This is an optimization exercise on Yosys and OpenROAD, whose aim is small area, not a production implementation. The RTL was checked by simulation tests, not by an equivalence proof against the original design. Power and IR drop assume default switching activity.

Design fpga_agc, start of the top module:
module fpga_agc(BLKUPL_, BMGXM, BMGXP, BMGYM, BMGYP, BMGZM, BMGZP, CAURST, CDUFAL, CDUXM, CDUXP, CDUYM, CDUYP, CDUZM, CDUZP, CNTRL1, CNTRL2, CTLSAT, DBLTST, DKBSNC, DKEND, DKSTRT, DOSCAL, FREFUN, GATEX_, GATEY_, GATEZ_, GCAPCL, GUIREL, HOLFUN, IMUCAG, IMUFAL, IMUOPR, IN3008, IN3212, IN3213, IN3214, IN3216, IN3301, ISSTOR, LEMATT, LFTOFF, LRIN0, LRIN1, LRRLSC, LVDAGD, MAINRS, MAMU, MANRmP, MANRmR, MANRmY, MANRpP, MANRpR, MANRpY, MARK, MDT01, MDT02, MDT03, MDT04, MDT05, MDT06, MDT07, MDT08, MDT09, MDT10, MDT11, MDT12, MDT13, MDT14, MDT15, MDT16, MKEY1, MKEY2, MKEY3, MKEY4, MKEY5, MLDCH, MLOAD, MNHNC, MNHRPT, MNHSBF, MNIMmP, MNIMmR, MNIMmY, MNIMpP, MNIMpR, MNIMpY, MONPAR, MONWBK, MRDCH, MREAD, MRKREJ, MRKRST, MSTP, MSTRT, MTCSAI, NAVRST, NHALGA, NHVFAL, NKEY1, NKEY2, NKEY3, NKEY4, NKEY5, OPCDFL, OPMSW2, OPMSW3, PCHGOF, PIPAXm, PIPAXp, PIPAYm, PIPAYp, PIPAZm, PIPAZp, ROLGOF, RRIN0, RRIN1, RRPONA, RRRLSC, S4BSAB, SBYBUT, SHAFTM, SHAFTP, SIGNX, SIGNY, SIGNZ, SMSEPR, SPSRDY, STRPRS, TEMPIN, TRANmX, TRANmY, TRANmZ, TRANpX, TRANpY, TRANpZ, TRNM, TRNP, TRST10, TRST9, ULLTHR, UPL0, UPL1, WD167, WD168, XLNK0, XLNK1, ZEROP, mstpeven, mstpodd, ALGA, ALRT0, ALRT1, ALT0, ALT1, ALTSNC, BPLSSW, BPLUS, CDUCLK, CDUXDM, CDUXDP, CDUYDM, CDUYDP, CDUZDM, CDUZDP, CGCWAR, CLK, COARSE, COMACT, DISDAC, DKDATA, DKDATB, ELSNCM, ELSNCN, EMSm, EMSp, ENERIM, ENEROP, GYENAB, GYRRST, GYRSET, GYXM, GYXP, GYYM, GYYP, GYZM, GYZP, ISSTDC, ISSWAR, KYRLS, LRRANG, LRRST, LRSYNC, LRXVEL, LRYVEL, LRZVEL, MBR1, MBR2, MCTRAL_, MGOJAM, MGP_, MIIP, MINHL, MINKL, MNISQ, MON800, MONWT, MOSCAL_, MPAL_, MPIPAL_, MRAG, MRCH, MREQIN, MRGG, MRLG, MROLGT, MRPTAL_, MRSC, MRULOG, MSCAFL_, MSCDBL_, MSP, MSQ10, MSQ11, MSQ12, MSQ13, MSQ14, MSQ16, MSQEXT, MST1, MST2, MST3, MSTPIT_, MT01, MT02, MT03, MT04, MT05, MT06, MT07, MT08, MT09, MT10, MT11, MT12, MTCAL_, MTCSA_, MVFAIL_, MWAG, MWARNF_, MWATCH_, MWBBEG, MWBG, MWCH, MWEBG, MWFBG, MWG, MWL01, MWL02, MWL03, MWL04, MWL05, MWL06, MWL07, MWL08, MWL09, MWL10, MWL11, MWL12, MWL13, MWL14, MWL15, MWL16, MWLG, MWQG, MWSG, MWYG, MWZG, OPEROR, OT1108, OT1110, OT1111, OT1112, OT1113, OT1114, OT1116, OT1207, OT1207_, OTLNK0, OTLNK1, OUTCOM, PIPASW, PIPDAT, PIPINT, RCmXmP, RCmXmY, RCmXpP, RCmXpY, RCmYmR, RCmYpR, RCmZmR, RCmZpR, RCpXmP, RCpXmY, RCpXpP, RCpXpY, RCpYmR, RCpYpR, RCpZmR, RCpZpR, RESTRT, RHCGO, RLYB01, RLYB02, RLYB03, RLYB04, RLYB05, RLYB06, RLYB07, RLYB08, RLYB09, RLYB10, RLYB11, RRRANG, RRRARA, RRRST, RRSYNC, RYWD12, RYWD13, RYWD14, RYWD16, S4BOFF, S4BSEQ, S4BTAK, SBYLIT, SHFTDM, SHFTDP, STARON, STNDBY, STRT1, STRT2, THRSTm, THRSTp, TMPCAU, TRNDM, TRNDP, TVCNAB, UPLACT, VNFLSH, ZEROPT, ZIMCDU, ZOPCDU, n12KPPS, n25KPPS, n3200A, n3200B, n3200C, n3200D, n800RST, n800SET, p28COM, p4SW, p4VDC, clk, reset, rope_addr, rope_data, core_addr, core_we, core_wdata, core_rdata);
Settings: LEC_CHECK=0, CAP_MARGIN=20, CORE_MARGIN=2, CORE_UTILIZATION=40, CTS_BUF_LIST=sky130_fd_sc_hd__clkbuf_8, CTS_CLUSTER_DIAMETER=50, CTS_CLUSTER_SIZE=18, SLEW_MARGIN=20; clock period 19.5 ns.
run.sh (not shown) runs the stock make flow with config.mk's settings and CLKGATE_MAP_FILE= SYNTH_SCRIPT=/design/flow/synth_recipe.tcl, a recipe that flattens the netlist after the stock synthesis.
The first run completed with no timing, DRC or antenna violations.
==> next run, changes <==
CTS_BUF_LIST = unset   (was sky130_fd_sc_hd__clkbuf_8)
CTS_CLUSTER_DIAMETER = unset   (was 50)
CTS_CLUSTER_SIZE = unset   (was 18)
Outcome: Synthesized area stays the same; core utilization rose by 2.5 points; global-route usage is higher by 0.26 points.
==> next run, changes <==
CTS_BUF_LIST = sky130_fd_sc_hd__clkbuf_16   (was unset)
CTS_CLUSTER_DIAMETER = 60   (was unset)
CTS_CLUSTER_SIZE = 26   (was unset)
What happened: The new run completed without violations; power goes down by 16%; core utilization is lower by 2.2 points; die area stays the same; routed wire length falls by about 1.7%; worst setup slack improved by 0.017 ns; global-route usage drops by 0.36 points.

[afterwards: timing with drivers on the ports]
The flow's constraints put no driver on any port. The routed layouts listed below were extracted and timed again, unchanged, in two steps. Step 1 sets driving cells, clkbuf_16 on the clock port and buf_2 on the other inputs (assumed; they add their load-dependent delay and slew). Step 2, shift: input delay + t, output delay - t, t = (earliest + latest rising clock arrival at the registers) / 2. This alone moves slack from input paths to output paths. Three values: ideal, step 1, step 2; two values: the first two.
| run | shift t [ns] | setup slack, ns | clock arrival spread, ns | pins driven straight from the clock port |
|---|---|---|---|---|
| the first run | 1.425 | 7.884 / 7.858 / 7.858 | 0.110 / 0.110 | 1 |
| the second run | 1.250 | 7.883 / 7.855 / 7.855 | 0.099 / 0.100 | 1 |
| the third run | 1.206 | 7.900 / 7.874 / 7.874 | 0.124 / 0.124 | 1 |
After both steps setup and hold are still met in every run listed. The setup slack of the second run, which loses most, moves by -0.028 ns with the drivers and by -0.028 ns with both steps.
